Context: an optimization exercise on an open-source flow, tuned for small area, a short achievable clock period and few clock cycles. The choices shown serve that exercise and are no tape-out recipe.
In this exercise RTL edits were held to simulation tests only and were not proved equivalent to the original.

==> flow/design.v (excerpt) <==
module Milestone1(
		input  logic        CLOCK_50,
		input  logic        Resetn,
		input  logic        start,
		output logic        finish,
		input  logic [15:0] SRAM_read_data,
		output logic [17:0] SRAM_address,
		output logic [15:0] SRAM_write_data,
		output logic        SRAM_we_n
);
localparam logic [1:0] S_IDLE = 2'd0, S_PRO = 2'd1, S_RUN = 2'd2, S_DONE = 2'd3;
logic [1:0]  state;
logic [3:0]  ph;         
logic [6:0]  kcol;       
logic [15:0] ya;         
logic [16:0] rgb;        
logic [7:0]  wu [0:5];
logic [7:0]  wv [0:5];
logic [7:0]  pu, pv;     
logic [15:0] yw;         
logic [9:0]  vo;         
logic [7:0]  bbuf;       
wire run   = (state == S_RUN);
wire pro   = (state == S_PRO);
wire first = (kcol == 7'd0);
wire edge_dup = (kcol >= 7'd78);
logic        fsel_v;     
logic [8:0]  fp1, fp2, fp3;
always_ff @(posedge CLOCK_50) begin
	if (fsel_v) begin
		fp1 <= {1'b0, wv[2]} + {1'b0, wv[3]};
		fp2 <= {1'b0, wv[1]} + {1'b0, wv[4]};
		fp3 <= {1'b0, wv[0]} + {1'b0, wv[5]};
	end else begin
		fp1 <= {1'b0, wu[2]} + {1'b0, wu[3]};
		fp2 <= {1'b0, wu[1]} + {1'b0, wu[4]};
		fp3 <= {1'b0, wu[0]} + {1'b0, wu[5]};
	end
end
logic [8:0]  fp1n, fp2n, fp3n;
logic [17:0] fsum;
logic [9:0]  fout;
always_comb begin
	fp1n = ~fp1; fp2n = ~fp2; fp3n = ~fp3;
	fout = fsum[17:8];
end
logic f_1, f_2, f_3, f_4, f_5, f_6, f_7, f_8;
logic f_9, f_10, f_11, f_12, f_13, f_14, f_15, f_16;
logic f_17, f_18, f_19, f_20, f_21, f_22, f_23, f_24;
logic f_25, f_26, f_27, f_28, f_29, f_30, f_31, f_32;
logic f_33, f_34, f_35, f_36, f_37, f_38, f_39, f_40;
logic f_41, f_42, f_43, f_44, f_45, f_46, f_47, f_48;
logic f_49, f_50, f_51, f_52, f_53, f_54, f_55, f_56;
logic f_57, f_58, f_59, f_60, f_61, f_62, f_63, f_64;
logic f_65, f_66, f_67, f_68, f_69, f_70, f_71, f_72;
logic f_73, f_74, f_75, f_76, f_77, f_78, f_79, f_80;
logic f_81, f_82, f_83, f_84, f_85, f_86, f_87, f_88;
logic f_89, f_90, f_91, f_92, f_93, f_94, f_95, f_96;
logic f_97, f_98, f_99, f_100, f_101, f_102, f_103, f_104;
logic f_105, f_106, f_107, f_108, f_109, f_110, f_111, f_112;
  ...
Size: ~2000 cells after synthesis, about 350 flip-flops, ~55 I/O pins, about 24000 µm² of cells after synthesis.
clock: 11.5 ns
lec_check: 0
cap_margin: 20
core_margin: 2
core_utilization: 40
slew_margin: 20
synth_hierarchical: 1
synth_minimum_keep_size: 0
run.sh (not shown) runs the stock make flow with config.mk's settings and CLKGATE_MAP_FILE= SYNTH_SCRIPT=/design/flow/synth_recipe.tcl, a recipe that flattens the netlist after the stock synthesis.
Testbench counts at the start, summed over its fixed seeds: cycles 775,684.
Then changed:
--- a/flow/design.v
+++ b/flow/design.v
@@ -11,14 +11,15 @@
 		output logic        SRAM_we_n
 );
 localparam logic [1:0] S_IDLE = 2'd0, S_PRO = 2'd1, S_RUN = 2'd2, S_DONE = 2'd3;
 logic [1:0]  state;
 logic [3:0]  ph;         
 logic [6:0]  kcol;       
 logic [15:0] ya;         
+logic [15:0] ua;         
 logic [16:0] rgb;        
 logic [7:0]  wu [0:5];
 logic [7:0]  wv [0:5];
 logic [7:0]  pu, pv;     
 logic [15:0] yw;         
 logic [9:0]  vo;         
 logic [7:0]  bbuf;       
@@ -557,14 +558,15 @@
 assign sb_b = {1'b0, xu[9], csb_147, csb_145, csb_143, csb_141, csb_139, csb_137, csb_135, csb_133, csb_131, csb_129};
 always_ff @(posedge CLOCK_50 or negedge Resetn) begin
 	if (!Resetn) begin
 		state     <= S_IDLE;
 		ph        <= 4'd0;
 		kcol      <= 7'd0;
 		ya        <= 16'd0;
+		ua        <= 16'd38400;
 		rgb       <= 17'h03E00;
 		finish    <= 1'b0;
 		SRAM_we_n <= 1'b1;
 		fsel_v    <= 1'b0;
 	end else begin
 		fsel_v <= (run && (ph == 4'd9 || ph == 4'd2)) || (pro && ph == 4'd7);
 		case (state)
@@ -572,22 +574,24 @@
 			if (start) begin
 				state <= S_PRO;
 				ph    <= 4'd0;
 			end
 		end
 		S_PRO: begin
 			ph <= ph + 4'd1;
+			if (ph == 4'd0 || ph == 4'd4) ua <= ua + 16'd1;
 			if (ph == 4'd1) ya <= ya + 16'd1;
 			if (ph == 4'd7) begin
 				state <= S_RUN;
 				ph    <= 4'd0;
 			end
 		end
 		S_RUN: begin
 			ph <= (ph == 4'd9) ? 4'd0 : ph + 4'd1;
+			if (ph == 4'd0 && !edge_dup) ua <= ua + 16'd1;
 			if (ph == 4'd1 || (ph == 4'd2 && kcol != 7'd79)) ya <= ya + 16'd1;
 			if (ph >= 4'd3 && ph <= 4'd8) begin
 				SRAM_we_n <= 1'b0;
 				rgb <= rgb + 17'd1;
 			end else
 				SRAM_we_n <= 1'b1;
 			if (ph == 4'd9) begin
@@ -606,34 +610,27 @@
 		end
 		default: begin
 			SRAM_we_n <= 1'b1;
 		end
 		endcase
 	end
 end
-logic sel_v, sel_ya, sel_rgb;
-logic [1:0]  uv_off;
-logic [16:0] uv_addr;
+wire [16:0] va = {1'b0, ua} + 17'd19200;
+logic sel_va, sel_ya, sel_rgb;
 always_comb begin
-	sel_v   = (state == S_IDLE) || (pro && (ph == 4'd3 || ph == 4'd7)) ||
+	sel_va  = (state == S_IDLE) || (pro && (ph == 4'd3 || ph == 4'd7)) ||
 	          (run && ph == 4'd9);
 	sel_ya  = (pro && ph == 4'd1) || (run && (ph == 4'd1 || ph == 4'd2));
 	sel_rgb = run && ph >= 4'd3 && ph <= 4'd8;
-	if (state == S_IDLE || (pro && ph == 4'd0) || (run && kcol == 7'd79))
-		uv_off = 2'd0;
-	else if (pro && ph <= 4'd4)
-		uv_off = 2'd1;
-	else
-		uv_off = 2'd2;
-	uv_addr = {2'b00, ya[15:1]} + (sel_v ? 17'd57600 : 17'd38400) + {15'd0, uv_off};
 end
 always_ff @(posedge CLOCK_50) begin
 	if (sel_rgb)     SRAM_address <= {1'b1, rgb};
 	else if (sel_ya) SRAM_address <= {2'b00, ya};
-	else             SRAM_address <= {1'b0, uv_addr};
+	else if (sel_va) SRAM_address <= {1'b0, va};
+	else             SRAM_address <= {2'b00, ua};
 end
 logic u_load, u_dup, u_pend, v_load, v_dup, v_pend;
 always_comb begin
 	v_load = (pro && (ph == 4'd2 || ph == 4'd6)) || (run && ph == 4'd2 && !edge_dup);
 	v_dup  = (pro && (ph == 4'd3 || ph == 4'd4)) || (run && edge_dup && (ph == 4'd2 || ph == 4'd5));
 	v_pend = (pro && (ph == 4'd5 || ph == 4'd7)) || (run && ph == 4'd5 && !edge_dup);
 	u_load = (pro && (ph == 4'd3 || ph == 4'd7)) || (run && ph == 4'd3 && !edge_dup);
=> Sequential share of layout area rises by 0.72 points. Routed wire length rises by 2.7%. Synthesized cell count falls by 0.70%. Hold slack improves by 0.0040 ns. Core utilization falls by 0.14 points. Maximum frequency rises by 5.3%. Die area rises by 2.7%. Final cell count falls by 0.45%. Final area rises by 2.3%. Worst setup slack improves by 0.25 ns.
Testbench counts after the change, summed over its fixed seeds: cycles 775,684.

-- static timing again, ports no longer ideal --
The results above use ideal ports. As a check the final layouts listed here were re-extracted and re-timed, cells and wires unchanged. Step 1 sets driving cells, clkbuf_16 on the clock port and buf_2 on the other inputs (assumed; they add their load-dependent delay and slew). Step 2, shift: input delay + t, output delay - t, t = (earliest + latest rising clock arrival at the registers) / 2. This alone moves slack from input paths to output paths. a / b / c = ideal / step 1 / step 2; a / b = the first two.
| run | shift t [ns] | slack for setup (ns) | hold WS [ns] |
|---|---|---|---|
| the first run | 0.631 | 6.539 / 6.539 / 6.539 | 0.446 / 0.446 / 0.446 |
| the second run | 0.638 | 6.787 / 6.787 / 6.787 | 0.450 / 0.450 / 0.450 |
After both steps every run listed still meets setup and hold.
